Source: an optimization exercise on an open RTL-to-GDS flow (aim: small area). Production flows keep margins and buffers that such runs may drop. Function was checked by simulation only, so behaviour that the tests miss may differ from the original. The flow treats the clock pin as an ideal source. Dropping or thinning the clock tree relies on that and would not hold on a real chip. Power is estimated from default activity; no workload was simulated.

==> run a <==
==> flow/design.v <==
module main(
    input car_in,
    input [2:0] car_out,
    input clk_in,
    input rst,
    output wire door_open,
    output wire full_signal,
    output reg [3:0] state,
    output wire [4:0] seg_select,
    output reg [7:0] seg_data,
    output tmp
);
    assign tmp = rst;
    reg [5:0] dl;
    reg [2:0] dk;
    wire c40 = ~dl[0] & ~dl[1] & ~dl[4] & ~dl[5];
    always @(posedge clk_in or posedge rst)
        if (rst) begin
            dl <= 6'd25; dk <= 3'd0;
        end else begin
            dl <= {dl[4:0], dl[5] ^ dl[0] ^ c40};
            dk <= dk + {2'b0, c40};
        end
    wire t1 = c40 & ~dk[0];
    wire t2 = c40 & dk[0] & dk[1] & ~dk[2];
    reg ai, ax;
    reg [1:0] mi, mx;
    always @(posedge clk_in or posedge rst)
        if (rst) begin
            ai <= 1'b0; ax <= 1'b0; mi[0] <= 1'b0; mx[0] <= 1'b0;
        end else if (t1) begin
            ai <= ~car_in;
            ax <= ~car_out[2];
            mi[0] <= ai & (mi[1] | mi[0]);
            mx[0] <= ax & (mx[1] | mx[0]);
        end
    always @(posedge clk_in)
        if (t1) begin
            mi[1] <= ai & ~mi[0];
            mx[1] <= ax & ~mx[0];
        end
    wire di = mi[1] & mi[0];
    wire dx = mx[1] & mx[0];
    reg [1:0] ls;
    wire [1:0] spot = car_out[1:0];
    wire s0 = state[0], s1 = state[1], s2 = state[2], s3 = state[3];
    wire is_full = &state;
    wire entry = di & ~is_full;
    wire exitv = dx & (is_full | ~di) & state[spot];
    wire E = t1 & entry;
    wire X = t1 & exitv;
    wire q4 = ~s3 & s2 & ~s1 & ~s0;           
    wire [3:0] setc = {s2 & s1 & s0, s1 & s0, s0 | q4, ~q4};
    wire [3:0] clr = {spot == 2'd3, spot == 2'd2, spot == 2'd1, spot == 2'd0};
    wire [3:0] nstate = (state | ({4{E}} & setc)) & ~({4{X}} & clr);
    wire s13 = ~s3 & ~s2 & s0;
    wire dreq_n = entry | exitv | (ls[0] & s13);
    wire fg_n = di & (&nstate);
    always @(posedge clk_in or posedge rst)
        if (rst) state <= 4'b0000;
        else     state <= nstate;
    always @(posedge clk_in) begin
        ls[1] <= ~(s3 & s2 & ~(s1 & s0 & ls[1]));
        if (E) ls[0] <= s0 & (s2 | (ls[0] & ~s1));
        else if (X) ls[0] <= spot[0] | ~(s3 & s2);
    end
    reg [6:0] dc;
    reg [5:0] dt;
    wire d_act = dt[5] | dt[4];
    wire [7:0] dcc;
    wire [6:0] dtc;
    assign dcc[0] = t1 & d_act;
    assign dtc[0] = dcc[7];
    genvar i;
    generate
        for (i = 0; i < 7; i = i + 1) begin : g_dc
            assign dcc[i+1] = dcc[i] & dc[i];
        end
        for (i = 0; i < 6; i = i + 1) begin : g_dt
            assign dtc[i+1] = dtc[i] & dt[i];
        end
    endgenerate
    wire [6:0] dc_n = d_act ? ((dc ^ dcc[6:0]) | {5'b0, dcc[7], dcc[7]}) : 7'd3;
    wire d_idle_tick = t1 & ~d_act;
    wire [5:0] dt_n = d_idle_tick ? (dt[0] ? 6'd24 : {5'b0, dreq_n})
                                  : ((dt ^ dtc[5:0]) | {5'b0, dtc[6] & dreq_n});
    always @(posedge clk_in or posedge rst)
        if (rst) begin
            dt[5:4] <= 2'b00; dt[0] <= 1'b0;
        end else begin
            dt[5:4] <= dt_n[5:4]; dt[0] <= dt_n[0];
        end
    always @(posedge clk_in) dt[3:1] <= dt_n[3:1];
    always @(posedge clk_in) dc <= dc_n;
    assign door_open = d_act & ~dt[0];
    reg [7:0] fc;
    reg [2:0] ft;
    wire f_act = ft[2] | (ft[1] & ft[0]);
    wire [8:0] fcc;
    wire [3:0] ftc;
    assign fcc[0] = t1 & f_act;
    assign ftc[0] = fcc[8];
    generate
        for (i = 0; i < 8; i = i + 1) begin : g_fc
            assign fcc[i+1] = fcc[i] & fc[i];
        end
        for (i = 0; i < 3; i = i + 1) begin : g_ft
            assign ftc[i+1] = ftc[i] & ft[i];
        end
    endgenerate
    wire [7:0] fc_n = f_act ? ((fc ^ fcc[7:0]) | {5'b0, fcc[8], fcc[8], 1'b0}) : 8'd6;
    wire f_idle_tick = t1 & ~f_act;
    wire [2:0] ft_n = f_idle_tick ? (ft[0] ? 3'd3 : {2'b0, fg_n})
                                  : ((ft ^ ftc[2:0]) | {2'b0, ftc[3] & fg_n});
    always @(posedge clk_in or posedge rst)
        if (rst) begin
            ft[2] <= 1'b0; ft[0] <= 1'b0;
        end else begin
            ft[2] <= ft_n[2]; ft[0] <= ft_n[0];
        end
    always @(posedge clk_in) ft[1] <= ft_n[1];
    always @(posedge clk_in) fc <= fc_n;
    assign full_signal = f_act & ft[0];
    wire ge3 = (s0 & s1 & (s2 | s3)) | (s2 & s3 & (s0 | s1));    
    wire nz = s0 | s1 | s2 | s3;
    wire ex2 = nz & ~ge3 & ~(s0 ^ s1 ^ s2 ^ s3);                   
    wire ls2 = ls[1] & ~ls[0];
    wire [2:0] dsp = {~ge3, ~ex2, (nz & ~ge3) | (is_full & ~ls2)};
    wire q12 = s3 & s2 & ~s1 & ~s0;
    wire n1 = is_full ? ls[1] : (s0 & s1);
    wire n0 = (is_full | q12) ? ls[0] : (s0 & ~(s1 & ~s2));
    wire [2:0] dnr = (is_full & ~ls2) ? 3'b100 : {n1, ~n1 | n0, ~n0 | n1};
    reg sel;
    reg [2:0] sg;
    always @(posedge clk_in or posedge rst)
        if (rst) begin
            sel <= 1'b0; sg <= 3'b000;
        end else if (t2) begin
            sel <= ~sel;
            sg <= sel ? dnr : dsp;
        end
    assign seg_select = {2'b00, sel, 1'b0, ~sel};
    always @* begin
        seg_data[7] = 1'b0;
        seg_data[6] = sg[2];
        seg_data[5] = sg[1] & (sg[2] ^ sg[0]);
        seg_data[4] = sg[0] & ~(sg[2] & sg[1]);
        seg_data[3] = sg[0];
        seg_data[2] = sg[1];
        seg_data[1] = sg[1] | sg[0];
        seg_data[0] = sg[0];
    end
endmodule
==> flow/flow/run.sh <==
#!/bin/bash
# ORFS layout as the standard.sh runs it, with these changes:
#  - synthesis maps logic with area-oriented ABC scripts (flow/abc/*.script)
#    and without the separate adder mapping (ADDER_MAP_FILE empty): the
#    synthesis is run once per script and the script giving the smallest
#    cell area (synthesis buffers excluded) is used for the layout. The rest of
#    the standard synthesis, and so every register, is unchanged.
#  - port buffers use the smallest buffer cell
#  - one tie cell drives all constant outputs
#  - the clock tree is a few leaf buffers driven by the clock port, one per
#    group of nearby flip-flops (flow/kbuf.tcl, run in place of
#    clock_tree_synthesis through ORFS's PRE_CTS_TCL hook)
# Each tool's output goes to a log file in this folder.
set -euo pipefail
WD=$(pwd)
rm -rf "$WD/scripts_mod"
cp -r "$FLOW_HOME/scripts" "$WD/scripts_mod"

best=""
best_area=""
for s in "$WD"/flow/abc/*.script; do
  k=$(basename "$s" .script)
  rm -rf "$WD/try_$k" "$WD/scripts_$k"
  cp -r "$WD/scripts_mod" "$WD/scripts_$k"
  cp "$s" "$WD/scripts_$k/abc_area.script"
  bash standard.sh SCRIPTS_DIR="$WD/scripts_$k" ADDER_MAP_FILE= WORK_HOME="$WD/try_$k" synth > "$WD/synth_try_$k.log" 2>&1 &
done
wait
for s in "$WD"/flow/abc/*.script; do
  k=$(basename "$s" .script)
  stat="$WD/try_$k/reports/$FLOW_PLATFORM/main/base/synth_stat.txt"
  [[ -f "$stat" ]] || continue
  a=$(awk '/sky130_fd_sc_hd__/ && !/__buf_|__clkbuf_/ {a+=$2} END {printf "%.4f", a}' "$stat")
  echo "script $k: area $a" >> "$WD/synth_choice.log"
  if [[ -z "$best" ]] || awk -v a="$a" -v b="$best_area" 'BEGIN {exit !(a < b)}'; then
    best=$k; best_area=$a
  fi
done
echo "chosen: $best ($best_area)" >> "$WD/synth_choice.log"
cp "$WD/flow/abc/$best.script" "$WD/scripts_mod/abc_area.script"
rm -rf "$WD"/try_* "$WD"/scripts_s*

export BUFFER_PORTS_ARGS="-buffer_cell sky130_fd_sc_hd__buf_1"
export PRE_CTS_TCL="$WD/flow/kbuf.tcl"
export CLK_BUF=sky130_fd_sc_hd__buf_6
export CLK_GROUPS=3
bash standard.sh SCRIPTS_DIR="$WD/scripts_mod" ADDER_MAP_FILE= SKIP_REPAIR_TIE_FANOUT=1 finish > "$WD/standard_flow.log" 2>&1
==> flow/flow/abc/s00.script <==
strash
balance
rewrite
refactor
balance
rewrite
rewrite -z
balance
refactor -z
rewrite -z
balance
balance
rewrite
refactor
balance
rewrite
rewrite -z
balance
refactor -z
rewrite -z
balance
&get -n
&dch -f
&nf -R 1000
&put
topo
dnsize -c
==> flow/flow/abc/s01.script <==
strash
balance
rewrite
refactor
balance
rewrite
rewrite -z
balance
refactor -z
rewrite -z
balance
balance
rewrite
refactor
balance
rewrite
rewrite -z
balance
refactor -z
rewrite -z
balance
dch -f
amap
topo
dnsize -c
==> flow/flow/abc/s02.script <==
strash
balance
rewrite
refactor
balance
rewrite
rewrite -z
balance
refactor -z
rewrite -z
balance
balance
rewrite
refactor
balance
rewrite
rewrite -z
balance
refactor -z
rewrite -z
balance
&get -n
&dc2
&put
&get -n
&dch -f
&nf -R 1000
&put
topo
dnsize -c
==> flow/flow/abc/s03.script <==
strash
balance
rewrite
refactor
balance
rewrite
rewrite -z
balance
refactor -z
rewrite -z
balance
&get -n
&dch -f
&nf -R 1000
&put
topo
dnsize -c
==> flow/flow/abc/s04.script <==
strash
dc2
balance
rewrite
refactor
balance
rewrite
rewrite -z
balance
refactor -z
rewrite -z
balance
dch -f
amap
topo
dnsize -c
==> flow/flow/abc/s05.script <==
strash
balance
rewrite
refactor
balance
rewrite
rewrite -z
balance
refactor -z
rewrite -z
balance
balance
rewrite
refactor
balance
rewrite
rewrite -z
balance
refactor -z
rewrite -z
balance
balance
rewrite
refactor
balance
rewrite
rewrite -z
balance
refactor -z
rewrite -z
balance
dch -f
amap
topo
dnsize -c
==> flow/flow/abc/s06.script <==
strash
dc2
&get -n
&dch -f
&nf -R 1000
&put
topo
dnsize -c
==> flow/flow/abc/s07.script <==
strash
balance
rewrite
refactor
balance
rewrite
rewrite -z
balance
refactor -z
rewrite -z
balance
ifraig
balance
rewrite
refactor
balance
rewrite
rewrite -z
balance
refactor -z
rewrite -z
balance
&get -n
&dch -f
&nf -R 1000
&put
topo
dnsize -c
==> flow/flow/abc/s08.script <==
strash
balance
rewrite
refactor
balance
rewrite
rewrite -z
balance
refactor -z
rewrite -z
balance
&get -n
&dch -f
&nf -R 1000 -E 100
&put
topo
dnsize -c
==> flow/flow/abc/s09.script <==
strash
balance
rewrite
refactor
balance
rewrite
rewrite -z
balance
refactor -z
rewrite -z
balance
balance
rewrite
refactor
balance
rewrite
rewrite -z
balance
refactor -z
rewrite -z
balance
balance
rewrite
refactor
balance
rewrite
rewrite -z
balance
refactor -z
rewrite -z
balance
&get -n
&dch -f
&nf -R 1000
&put
topo
dnsize -c
==> flow/flow/abc/s10.script <==
strash
&get -n
&dch -f
&nf -R 1000
&put
topo
dnsize -c
==> flow/flow/abc/s11.script <==
strash
balance
rewrite
refactor
balance
rewrite
rewrite -z
balance
refactor -z
rewrite -z
balance
dc2
balance
rewrite
refactor
balance
rewrite
rewrite -z
balance
refactor -z
rewrite -z
balance
&get -n
&dch -f
&nf -R 1000
&put
topo
dnsize -c
==> flow/flow/kbuf.tcl <==
# Clock tree of a few leaf buffers: the flip-flops are split into
# $::env(CLK_GROUPS) groups by position (k-means) and each group gets one
# $::env(CLK_BUF) placed at its centroid; the clock port drives the leaf
# buffers directly. Runs in place of clock_tree_synthesis.
proc clock_tree_synthesis {args} {
  set cell $::env(CLK_BUF)
  set k $::env(CLK_GROUPS)
  set block [ord::get_db_block]
  set master [[ord::get_db] findMaster $cell]
  set clk_name [get_full_name [lindex [sta::get_property [lindex [sta::all_clocks] 0] sources] 0]]
  set clknet [$block findNet $clk_name]
  set sinks {}
  foreach it [$clknet getITerms] {
    set bb [[$it getInst] getBBox]
    lappend sinks [list $it [expr {([$bb xMin] + [$bb xMax]) / 2.0}] [expr {([$bb yMin] + [$bb yMax]) / 2.0}]]
  }
  set n [llength $sinks]
  # k-means, seeded with sinks spread along the sorted x order
  set sorted [lsort -real -index 1 $sinks]
  set cx {}; set cy {}
  for {set j 0} {$j < $k} {incr j} {
    set s [lindex $sorted [expr {int(($j + 0.5) * $n / $k)}]]
    lappend cx [lindex $s 1]; lappend cy [lindex $s 2]
  }
  for {set iter 0} {$iter < 50} {incr iter} {
    set assign {}
    foreach s $sinks {
      set best 0; set bd 1e30
      for {set j 0} {$j < $k} {incr j} {
        set d [expr {abs([lindex $s 1] - [lindex $cx $j]) + abs([lindex $s 2] - [lindex $cy $j])}]
        if {$d < $bd} { set bd $d; set best $j }
      }
      lappend assign $best
    }
    set nx {}; set ny {}
    for {set j 0} {$j < $k} {incr j} {
      set sx 0.0; set sy 0.0; set c 0
      foreach s $sinks a $assign { if {$a == $j} { set sx [expr {$sx + [lindex $s 1]}]; set sy [expr {$sy + [lindex $s 2]}]; incr c } }
      if {$c > 0} { lappend nx [expr {$sx / $c}]; lappend ny [expr {$sy / $c}] } else { lappend nx [lindex $cx $j]; lappend ny [lindex $cy $j] }
    }
    set cx $nx; set cy $ny
  }
  for {set j 0} {$j < $k} {incr j} {
    set net [odb::dbNet_create $block clknet_${j}_$clk_name]
    set inst [odb::dbInst_create $block $master clkbuf_${j}_$clk_name]
    [$inst findITerm A] connect $clknet
    [$inst findITerm X] connect $net
    $net setSigType CLOCK
    set c 0
    foreach s $sinks a $assign {
      if {$a == $j} { set it [lindex $s 0]; $it disconnect; $it connect $net; incr c }
    }
    $inst setLocation [expr {int([lindex $cx $j])}] [expr {int([lindex $cy $j])}]
    $inst setPlacementStatus PLACED
    puts "clock buffer $j ($cell) drives $c clock pins"
  }
  $clknet setSigType CLOCK
  set_propagated_clock [sta::all_clocks]
}
==> flow/standard.sh <==
#!/bin/bash
# synth_recipe.tcl (not shown) runs the flow's synth.tcl, then flattens the netlist and writes it again
# the make line also repeats each setting of config.mk as NAME=value (left out here)
make -C /OpenROAD-flow-scripts/flow DESIGN_CONFIG=/design/flow/config.mk WORK_HOME=/design/flow/orfs CLKGATE_MAP_FILE= SYNTH_SCRIPT=/design/flow/synth_recipe.tcl "${@:-finish}"
==> flow/config.mk <==
export PLATFORM = sky130hd
export DESIGN_NAME = main
export DESIGN_NICKNAME = main
export VERILOG_FILES = /design/flow/design.v
export SDC_FILE = /design/flow/constraint.sdc
export NUM_CORES = 4
export LEC_CHECK = 0
export ABC_AREA = 1
export CAP_MARGIN = 20
export CORE_MARGIN = 2
export CORE_UTILIZATION = 70
export SLEW_MARGIN = 20
==> flow/constraint.sdc <==
create_clock -name core_clock -period 10.0 [get_ports {clk_in}]
set_input_delay 2.0000 -clock core_clock [delete_from_list [all_inputs] [get_ports {clk_in}]]
set_output_delay 2.0000 -clock core_clock [all_outputs]
set_load 0.01 [all_outputs]
==> run b: changes against run a <==
--- a/flow/design.v
+++ b/flow/design.v
@@ -41,7 +41,7 @@
         end
     wire di = mi[1] & mi[0];
     wire dx = mx[1] & mx[0];
-    reg [1:0] ls;
+    reg lf;
     wire [1:0] spot = car_out[1:0];
     wire s0 = state[0], s1 = state[1], s2 = state[2], s3 = state[3];
     wire is_full = &state;
@@ -52,17 +52,17 @@
     wire q4 = ~s3 & s2 & ~s1 & ~s0;           
     wire [3:0] setc = {s2 & s1 & s0, s1 & s0, s0 | q4, ~q4};
     wire [3:0] clr = {spot == 2'd3, spot == 2'd2, spot == 2'd1, spot == 2'd0};
-    wire [3:0] nstate = (state | ({4{E}} & setc)) & ~({4{X}} & clr);
+    wire dxe = dx & (is_full | ~di);
+    wire [3:0] nstate = (state | ({4{E}} & setc)) & ~({4{t1 & dxe}} & clr);
     wire s13 = ~s3 & ~s2 & s0;
-    wire dreq_n = entry | exitv | (ls[0] & s13);
+    wire dreq_n = entry | exitv | (lf & s13);
     wire fg_n = di & (&nstate);
     always @(posedge clk_in or posedge rst)
         if (rst) state <= 4'b0000;
         else     state <= nstate;
     always @(posedge clk_in) begin
-        ls[1] <= ~(s3 & s2 & ~(s1 & s0 & ls[1]));
-        if (E) ls[0] <= s0 & (s2 | (ls[0] & ~s1));
-        else if (X) ls[0] <= spot[0] | ~(s3 & s2);
+        if (E) lf <= s0 & ~s2 & (s1 | lf);
+        else if (X) lf <= spot[0] | ~(s3 & s2);
     end
     reg [6:0] dc;
     reg [5:0] dt;
@@ -124,12 +124,11 @@
     wire ge3 = (s0 & s1 & (s2 | s3)) | (s2 & s3 & (s0 | s1));    
     wire nz = s0 | s1 | s2 | s3;
     wire ex2 = nz & ~ge3 & ~(s0 ^ s1 ^ s2 ^ s3);                   
-    wire ls2 = ls[1] & ~ls[0];
-    wire [2:0] dsp = {~ge3, ~ex2, (nz & ~ge3) | (is_full & ~ls2)};
+    wire [2:0] dsp = {~ge3, ~ex2, (nz & ~ge3) | (is_full & ~lf)};
     wire q12 = s3 & s2 & ~s1 & ~s0;
-    wire n1 = is_full ? ls[1] : (s0 & s1);
-    wire n0 = (is_full | q12) ? ls[0] : (s0 & ~(s1 & ~s2));
-    wire [2:0] dnr = (is_full & ~ls2) ? 3'b100 : {n1, ~n1 | n0, ~n0 | n1};
+    wire n1 = is_full | (s0 & s1);
+    wire n0 = ~is_full & (q12 ? lf : (s0 & ~(s1 & ~s2)));
+    wire [2:0] dnr = (is_full & ~lf) ? 3'b100 : {n1, ~n1 | n0, ~n0 | n1};
     reg sel;
     reg [2:0] sg;
     always @(posedge clk_in or posedge rst)
--- a/flow/config.mk
+++ b/flow/config.mk
@@ -7,6 +7,6 @@
 export LEC_CHECK = 0
 export ABC_AREA = 1
 export CAP_MARGIN = 20
-export CORE_MARGIN = 2
-export CORE_UTILIZATION = 70
+export CORE_AREA = 2.5 2.5 59.5 59.5
+export DIE_AREA = 0 0 62 62
 export SLEW_MARGIN = 20
==> run c: changes against run a <==
--- a/flow/design.v
+++ b/flow/design.v
@@ -60,7 +60,7 @@
         if (rst) state <= 4'b0000;
         else     state <= nstate;
     always @(posedge clk_in) begin
-        ls[1] <= ~(s3 & s2 & ~(s1 & s0 & ls[1]));
+        if (E) ls[1] <= ~(s3 & s2);
         if (E) ls[0] <= s0 & (s2 | (ls[0] & ~s1));
         else if (X) ls[0] <= spot[0] | ~(s3 & s2);
     end
--- a/flow/flow/run.sh
+++ b/flow/flow/run.sh
@@ -42,6 +42,6 @@
 
 export BUFFER_PORTS_ARGS="-buffer_cell sky130_fd_sc_hd__buf_1"
 export PRE_CTS_TCL="$WD/flow/kbuf.tcl"
-export CLK_BUF=sky130_fd_sc_hd__buf_6
+export CLK_BUF=sky130_fd_sc_hd__clkbuf_8
 export CLK_GROUPS=3
 bash standard.sh SCRIPTS_DIR="$WD/scripts_mod" ADDER_MAP_FILE= SKIP_REPAIR_TIE_FANOUT=1 finish > "$WD/standard_flow.log" 2>&1
==> flow/flow/abc/s0.script (new file) <==
strash
balance
rewrite
refactor
balance
rewrite
rewrite -z
balance
refactor -z
rewrite -z
balance
balance
rewrite
refactor
balance
rewrite
rewrite -z
balance
refactor -z
rewrite -z
balance
&get -n
&dch -f
&nf -R 1000
&put
topo
dnsize -c
==> flow/flow/abc/s1.script (new file) <==
strash
balance
rewrite
refactor
balance
rewrite
rewrite -z
balance
refactor -z
rewrite -z
balance
balance
rewrite
refactor
balance
rewrite
rewrite -z
balance
refactor -z
rewrite -z
balance
dch -f
amap
topo
dnsize -c
==> flow/flow/abc/s2.script (new file) <==
strash
balance
rewrite
refactor
balance
rewrite
rewrite -z
balance
refactor -z
rewrite -z
balance
balance
rewrite
refactor
balance
rewrite
rewrite -z
balance
refactor -z
rewrite -z
balance
&get -n
&dc2
&dch -f
&nf -R 1000
&put
topo
dnsize -c
==> flow/flow/abc/s3.script (new file) <==
strash
balance
rewrite
refactor
balance
rewrite
rewrite -z
balance
refactor -z
rewrite -z
balance
&get -n
&dch -f
&nf -R 1000
&put
topo
dnsize -c
==> flow/flow/abc/s4.script (new file) <==
strash
dc2
balance
rewrite
refactor
balance
rewrite
rewrite -z
balance
refactor -z
rewrite -z
balance
dch -f
amap
topo
dnsize -c
==> flow/flow/abc/s5.script (new file) <==
strash
balance
rewrite
refactor
balance
rewrite
rewrite -z
balance
refactor -z
rewrite -z
balance
balance
rewrite
refactor
balance
rewrite
rewrite -z
balance
refactor -z
rewrite -z
balance
balance
rewrite
refactor
balance
rewrite
rewrite -z
balance
refactor -z
rewrite -z
balance
dch -f
amap
topo
dnsize -c
--- a/flow/config.mk
+++ b/flow/config.mk
@@ -9,4 +9,5 @@
 export CAP_MARGIN = 20
 export CORE_MARGIN = 2
 export CORE_UTILIZATION = 70
+export GPL_TIMING_DRIVEN = 0
 export SLEW_MARGIN = 20
removed: flow/flow/abc/s00.script
removed: flow/flow/abc/s01.script
removed: flow/flow/abc/s02.script
removed: flow/flow/abc/s03.script
removed: flow/flow/abc/s04.script
removed: flow/flow/abc/s05.script
removed: flow/flow/abc/s06.script
removed: flow/flow/abc/s07.script
removed: flow/flow/abc/s08.script
removed: flow/flow/abc/s09.script
removed: flow/flow/abc/s10.script
removed: flow/flow/abc/s11.script
==> results.txt <==
- The highest clock power belongs to run c, the lowest to run a.
- Die area, highest first: run b, run c, run a.
- Critical path depth: run b is lower than run c (1).
- Sequential share of layout area, lowest first: run c, run a, run b.
- The highest setup slack belongs to run a, the lowest to run c.
- The highest cell count belongs to run c, the lowest to run a.
- The highest combinational power belongs to run c, the lowest to run b.
- Via count: run c > run a > run b.
- The lowest synthesized cell count belongs to run b, the highest to run c.
In every run of this note, the design's own scripts or RTL, not TritonCTS, make the clock network.

## port drivers added, routing unchanged
The results above use ideal ports. As a check the final layouts listed here were re-extracted and re-timed, cells and wires unchanged.
Step 1, drivers: a clkbuf_16 drives clk_in and a buf_2 each remaining input, both assumed.
Step 2 also shifts input and output timing later by t, the mid clock arrival at the registers, as if the neighbouring blocks saw the same clock.
a / b / c = ideal ports / drivers / drivers and shift; a / b = the first two.
run	shift t [ns]	slack for setup (ns)	clock arrival spread, ns	slew at the worst register clock pin (ns)	cell pins on the clock port's net
run a	0.175	5.757 / 5.734 / 5.734	0.012 / 0.012	0.11 / 0.11	3
run b	0.173	5.753 / 5.730 / 5.730	0.014 / 0.014	0.11 / 0.11	3
run c	0.192	5.668 / 5.643 / 5.643	0.021 / 0.021	0.10 / 0.10	3
After both steps setup and hold are still met in every run listed. For run c, which loses most, drivers alone change the setup slack by -0.025 ns; drivers and shift together by -0.025 ns.
